Source: an optimization exercise on an open RTL-to-GDS flow (aim: small area). Production flows keep margins and buffers that such runs may drop.
The RTL was checked by simulation tests, not by an equivalence proof against the original design.
The clock input has no modelled driver; a real chip could not lean on it and would need a root buffer or a full tree.
Power is estimated from default activity; no workload was simulated.

## top_module_UART
module top_module_UART (
    input  logic        clk_10MHz,
    input  logic        rst,
    input  logic        wr_pi,
    input  logic        reg_sel_pi,
    input  logic        addr_pi,
    input  logic [31:0] input_pi,
    output logic [31:0] output_po,
    input  logic        rx,
    output logic        tx
);
For scale: roughly 93 flip-flops, roughly 71 I/O pins, roughly 3200 um2 of cells after synthesis.
==> module top_module_UART, before the edit <==
module top_module_UART (
    input  logic        clk_10MHz,
    input  logic        rst,
    input  logic        wr_pi,
    input  logic        reg_sel_pi,
    input  logic        addr_pi,
    input  logic [31:0] input_pi,
    output logic [31:0] output_po,
    input  logic        rx,
    output logic        tx
);
    localparam int TXT = 1041;   
    localparam int RXT = 65;     
    localparam logic [10:0] T_TERM = 11'b00000000101;   
    localparam logic [6:0]  R_TERM = 7'b0001110;        
    localparam logic [10:0] T_POL  = 11'b01010101010;
    localparam logic [6:0]  R_POL  = 7'b0101010;
    logic [10:0] tq;     
    logic [6:0]  rq;
    logic [10:0] ts_l;
    logic [6:0]  rs_l;
    logic        ttick, rtick;
    assign ts_l  = tq ^ T_POL;
    assign rs_l  = rq ^ R_POL;
    assign ttick = (ts_l == T_TERM);
    assign rtick = (rs_l == R_TERM);
    logic tload, rload;
    assign tload = ~rst | ttick;
    assign rload = ~rst | rtick;
    always_ff @(posedge clk_10MHz) begin
        for (int i = 1; i < 10; i++) tq[i] <= (tload | ts_l[i-1]) ^ T_POL[i];
        tq[10] <= rst & (ttick | ts_l[9]);
        tq[0]  <= (tload | (ts_l[10] ^ ts_l[8])) ^ T_POL[0];
    end
    always_ff @(posedge clk_10MHz) begin
        for (int i = 1; i < 6; i++) rq[i] <= (rload | rs_l[i-1]) ^ R_POL[i];
        rq[6] <= rst & (rtick | rs_l[5]);
        rq[0] <= (rload | (rs_l[6] ^ rs_l[5])) ^ R_POL[0];
    end
    logic [4:0] ts;
    logic [7:0] tbuf;
    logic       sclr;
    assign sclr = (ts[4:3] == 2'b00) & ~ts_l[1];
    always_ff @(posedge clk_10MHz) begin
        if (!rst) ts <= 5'b01000;
        else if (ts[4]) begin
            if (ttick) ts <= ts + 5'd1;
        end else if (!ts[3]) begin
            if (sclr) ts <= 5'b01000;
        end else if (ttick && ts[2:0] == 3'b110) begin
            ts <= 5'b10110;
        end else begin
            ts[2] <= ts[2] | ttick;
            ts[1] <= ts[1] | ts[0];
            ts[0] <= ~ts[1] & (ts[0] | ctrl0);
        end
    end
    always_ff @(posedge clk_10MHz) begin
        if (ts[4:3] == 2'b01 && ts[1:0] == 2'b01) tbuf <= dr0;
    end
    always_comb begin
        if (ts[4:3] == 2'b11) tx = tbuf[ts[2:0]];
        else                  tx = (ts != 5'b10111);
    end
    localparam logic [1:0] R_IDLE = 2'd0, R_START = 2'd1, R_DATA = 2'd2, R_STOP = 2'd3;
    logic [1:0] rst_s;
    logic [3:0] dur;
    logic [7:0] rsh;
    logic       bend, ld1, rxset;
    assign bend  = rtick & (dur == 4'd15);
    assign ld1   = (rst_s == R_IDLE) & (dur == 4'd1);
    assign rxset = (rst_s == R_IDLE) & (dur == 4'd2);
    always_ff @(posedge clk_10MHz) begin
        if (!rst) rst_s <= R_IDLE;
        else case (rst_s)
            R_IDLE:  if (rtick && !rx) rst_s <= R_START;
            R_START: if (rtick && rx) rst_s <= R_IDLE;
                     else if (bend) rst_s <= R_DATA;
            R_DATA:  if (bend && rsh[0]) rst_s <= R_STOP;
            default: if (bend) rst_s <= R_IDLE;
        endcase
    end
    always_ff @(posedge clk_10MHz) begin
        if (!rst || (rst_s == R_START && rtick && rx)) dur <= 4'd8;
        else if (rst_s == R_IDLE ? dur != 4'd8 : rtick) dur <= dur + 4'd1;
    end
    always_ff @(posedge clk_10MHz) begin
        if (rst_s == R_START && bend)     rsh <= 8'h80;
        else if (rst_s == R_DATA && bend) rsh <= {rx, rsh[7:1]};
    end
    logic [31:0] nctrl;
    logic [7:0]  ndr0, ndr1, dr0;
    logic        ctrl0;
    logic        gc, hc, g0, h0, g1, h1;
    assign ctrl0 = ~nctrl[0];
    assign dr0   = ~ndr0;
    assign gc = rst & wr_pi & ~reg_sel_pi;
    assign hc = rst & ~(wr_pi & ~reg_sel_pi);
    assign g0 = rst & wr_pi & reg_sel_pi;
    assign h0 = rst & ~(wr_pi & reg_sel_pi);
    assign g1 = rst & ld1;
    assign h1 = rst & ~ld1;
    always_ff @(posedge clk_10MHz) begin
        nctrl[31:2] <= ~((gc ? input_pi[31:2] : 30'd0) | (hc ? ~nctrl[31:2] : 30'd0));
        ndr0 <= ~((g0 ? input_pi[7:0] : 8'd0) | (h0 ? ~ndr0 : 8'd0));
        ndr1 <= ~((g1 ? rsh : 8'd0) | (h1 ? ~ndr1 : 8'd0));
    end
    always_ff @(posedge clk_10MHz) begin
        if (!rst) nctrl[1:0] <= 2'b11;
        else if (wr_pi && !reg_sel_pi) nctrl[1:0] <= ~input_pi[1:0];
        else if (sclr) nctrl[0] <= 1'b1;
        else if (rxset) nctrl[1] <= 1'b0;
    end
    logic sc, s0, s1;
    assign sc = ~reg_sel_pi;
    assign s0 = reg_sel_pi & ~addr_pi;
    assign s1 = reg_sel_pi & addr_pi;
    assign output_po[31:8] = ~(nctrl[31:8] | {24{reg_sel_pi}});
    assign output_po[7:0]  = ~(({8{sc}} & nctrl[7:0]) | ({8{s0}} & ndr0) | ({8{s1}} & ndr1));
endmodule
clock: 20.0 ns
lec_check: 0
cap_margin: 20
core_margin: 2
core_utilization: 70
place_density: 0.75
slew_margin: 20
standard.sh (not shown) runs the stock make flow with config.mk's settings and CLKGATE_MAP_FILE= SYNTH_SCRIPT=/design/flow/synth_recipe.tcl, a recipe that flattens the netlist after the stock synthesis.
==> flow/flow/run.sh <==
#!/bin/bash
# The standard ORFS layout with three changes: the technology mapping of the
# combinational logic is chosen for area by flow/abc_pick.tcl (several ABC
# scripts, flow/abc/*.abc, are tried and the smallest mapping is kept; the
# rest of the synthesis, flip-flop mapping included, is synth_recipe.tcl
# unchanged, except that adders are not mapped to adder cells first), the
# port buffers are buf_1, and the clock tree is built by flow/cts_pre.tcl: a
# few clock buffers, each driving a group of neighbouring flip-flops.
set -euo pipefail
HERE=$(pwd)
{
  head -n 1 synth_recipe.tcl
  echo "source $HERE/flow/abc_pick.tcl"
  tail -n +2 synth_recipe.tcl
} > flow_synth.tcl
export BUFFER_PORTS_ARGS="-buffer_cell sky130_fd_sc_hd__buf_1"
export PRE_CTS_TCL=$HERE/flow/cts_pre.tcl
bash standard.sh SYNTH_SCRIPT=$HERE/flow_synth.tcl ADDER_MAP_FILE= finish > standard_make.log 2>&1
Other scripts of this flow, unchanged in this note and not shown: flow/flow/abc/a0.abc, flow/flow/abc/ds0.abc, flow/flow/abc/ds1.abc, flow/flow/abc/ds2.abc, flow/flow/abc/ds3.abc, flow/flow/abc/ds4.abc, flow/flow/abc/ds5.abc, flow/flow/abc_pick.tcl, flow/flow/cts_pre.tcl
Then changed:
--- a/flow/design.v
+++ b/flow/design.v
@@ -19,8 +19,11 @@
     output logic [31:0] output_po,
     input  logic        rx,
     output logic        tx
 );
+    logic [31:0] nctrl;
+    logic [7:0]  ndr0, ndr1;
+    logic        ctrl0;
     localparam int TXT = 1041;   
     localparam int RXT = 65;     
     localparam logic [10:0] T_TERM = 11'b00000000101;   
     localparam logic [6:0]  R_TERM = 7'b0001110;        
@@ -48,9 +51,9 @@
         rq[6] <= rst & (rtick | rs_l[5]);
         rq[0] <= (rload | (rs_l[6] ^ rs_l[5])) ^ R_POL[0];
     end
     logic [4:0] ts;
-    logic [7:0] tbuf;
+    logic [7:0] ntbuf;   
     logic       sclr;
     assign sclr = (ts[4:3] == 2'b00) & ~ts_l[1];
     always_ff @(posedge clk_10MHz) begin
         if (!rst) ts <= 5'b01000;
@@ -66,18 +69,18 @@
             ts[0] <= ~ts[1] & (ts[0] | ctrl0);
         end
     end
     always_ff @(posedge clk_10MHz) begin
-        if (ts[4:3] == 2'b01 && ts[1:0] == 2'b01) tbuf <= dr0;
+        if (ts[4:3] == 2'b01 && ts[1:0] == 2'b01) ntbuf <= ndr0;
     end
     always_comb begin
-        if (ts[4:3] == 2'b11) tx = tbuf[ts[2:0]];
+        if (ts[4:3] == 2'b11) tx = ~ntbuf[ts[2:0]];
         else                  tx = (ts != 5'b10111);
     end
     localparam logic [1:0] R_IDLE = 2'd0, R_START = 2'd1, R_DATA = 2'd2, R_STOP = 2'd3;
     logic [1:0] rst_s;
     logic [3:0] dur;
-    logic [7:0] rsh;
+    logic [7:0] nrsh;    
     logic       bend, ld1, rxset;
     assign bend  = rtick & (dur == 4'd15);
     assign ld1   = (rst_s == R_IDLE) & (dur == 4'd1);
     assign rxset = (rst_s == R_IDLE) & (dur == 4'd2);
@@ -86,26 +89,22 @@
         else case (rst_s)
             R_IDLE:  if (rtick && !rx) rst_s <= R_START;
             R_START: if (rtick && rx) rst_s <= R_IDLE;
                      else if (bend) rst_s <= R_DATA;
-            R_DATA:  if (bend && rsh[0]) rst_s <= R_STOP;
+            R_DATA:  if (bend && !nrsh[0]) rst_s <= R_STOP;
             default: if (bend) rst_s <= R_IDLE;
         endcase
     end
     always_ff @(posedge clk_10MHz) begin
         if (!rst || (rst_s == R_START && rtick && rx)) dur <= 4'd8;
         else if (rst_s == R_IDLE ? dur != 4'd8 : rtick) dur <= dur + 4'd1;
     end
     always_ff @(posedge clk_10MHz) begin
-        if (rst_s == R_START && bend)     rsh <= 8'h80;
-        else if (rst_s == R_DATA && bend) rsh <= {rx, rsh[7:1]};
+        if (rst_s == R_START && bend)     nrsh <= 8'h7f;
+        else if (rst_s == R_DATA && bend) nrsh <= {~rx, nrsh[7:1]};
     end
-    logic [31:0] nctrl;
-    logic [7:0]  ndr0, ndr1, dr0;
-    logic        ctrl0;
     logic        gc, hc, g0, h0, g1, h1;
     assign ctrl0 = ~nctrl[0];
-    assign dr0   = ~ndr0;
     assign gc = rst & wr_pi & ~reg_sel_pi;
     assign hc = rst & ~(wr_pi & ~reg_sel_pi);
     assign g0 = rst & wr_pi & reg_sel_pi;
     assign h0 = rst & ~(wr_pi & reg_sel_pi);
@@ -113,9 +112,9 @@
     assign h1 = rst & ~ld1;
     always_ff @(posedge clk_10MHz) begin
         nctrl[31:2] <= ~((gc ? input_pi[31:2] : 30'd0) | (hc ? ~nctrl[31:2] : 30'd0));
         ndr0 <= ~((g0 ? input_pi[7:0] : 8'd0) | (h0 ? ~ndr0 : 8'd0));
-        ndr1 <= ~((g1 ? rsh : 8'd0) | (h1 ? ~ndr1 : 8'd0));
+        ndr1 <= ~((g1 ? ~nrsh : 8'd0) | (h1 ? ~ndr1 : 8'd0));
     end
     always_ff @(posedge clk_10MHz) begin
         if (!rst) nctrl[1:0] <= 2'b11;
         else if (wr_pi && !reg_sel_pi) nctrl[1:0] <= ~input_pi[1:0];
The new run finished clean.
Critical path depth stays the same.
Power barely changes.
Final cell count shrinks by a few percent.
Hold slack improves by 6.8 ps.
Design area went down slightly.
First-iteration DRC count is higher by well over a third.
In every run of this note, the design's own scripts or RTL, not TritonCTS, make the clock network.

[what the ideal ports hide]
No port has a modelled driver above. Below, the same layouts with a new extraction and two added sets of constraints.
Step 1 sets driving cells, clkbuf_16 on the clock port and buf_2 on the other inputs (assumed; they add their load-dependent delay and slew).
Step 2 also shifts input and output timing later by t, the mid clock arrival at the registers, as if the neighbouring blocks saw the same clock.
Slacks: ideal / step 1 / step 2; pairs: ideal / step 1.
run | t (ns) | setup WS [ns] | worst hold slack (ns) | pins driven straight from the clock port
the first run | 0.225 | 10.342 / 10.320 / 10.320 | 0.402 / 0.402 / 0.402 | 3
the second run | 0.225 | 10.472 / 10.450 / 10.450 | 0.409 / 0.409 / 0.409 | 3
After both steps setup and hold are still met in every run listed.
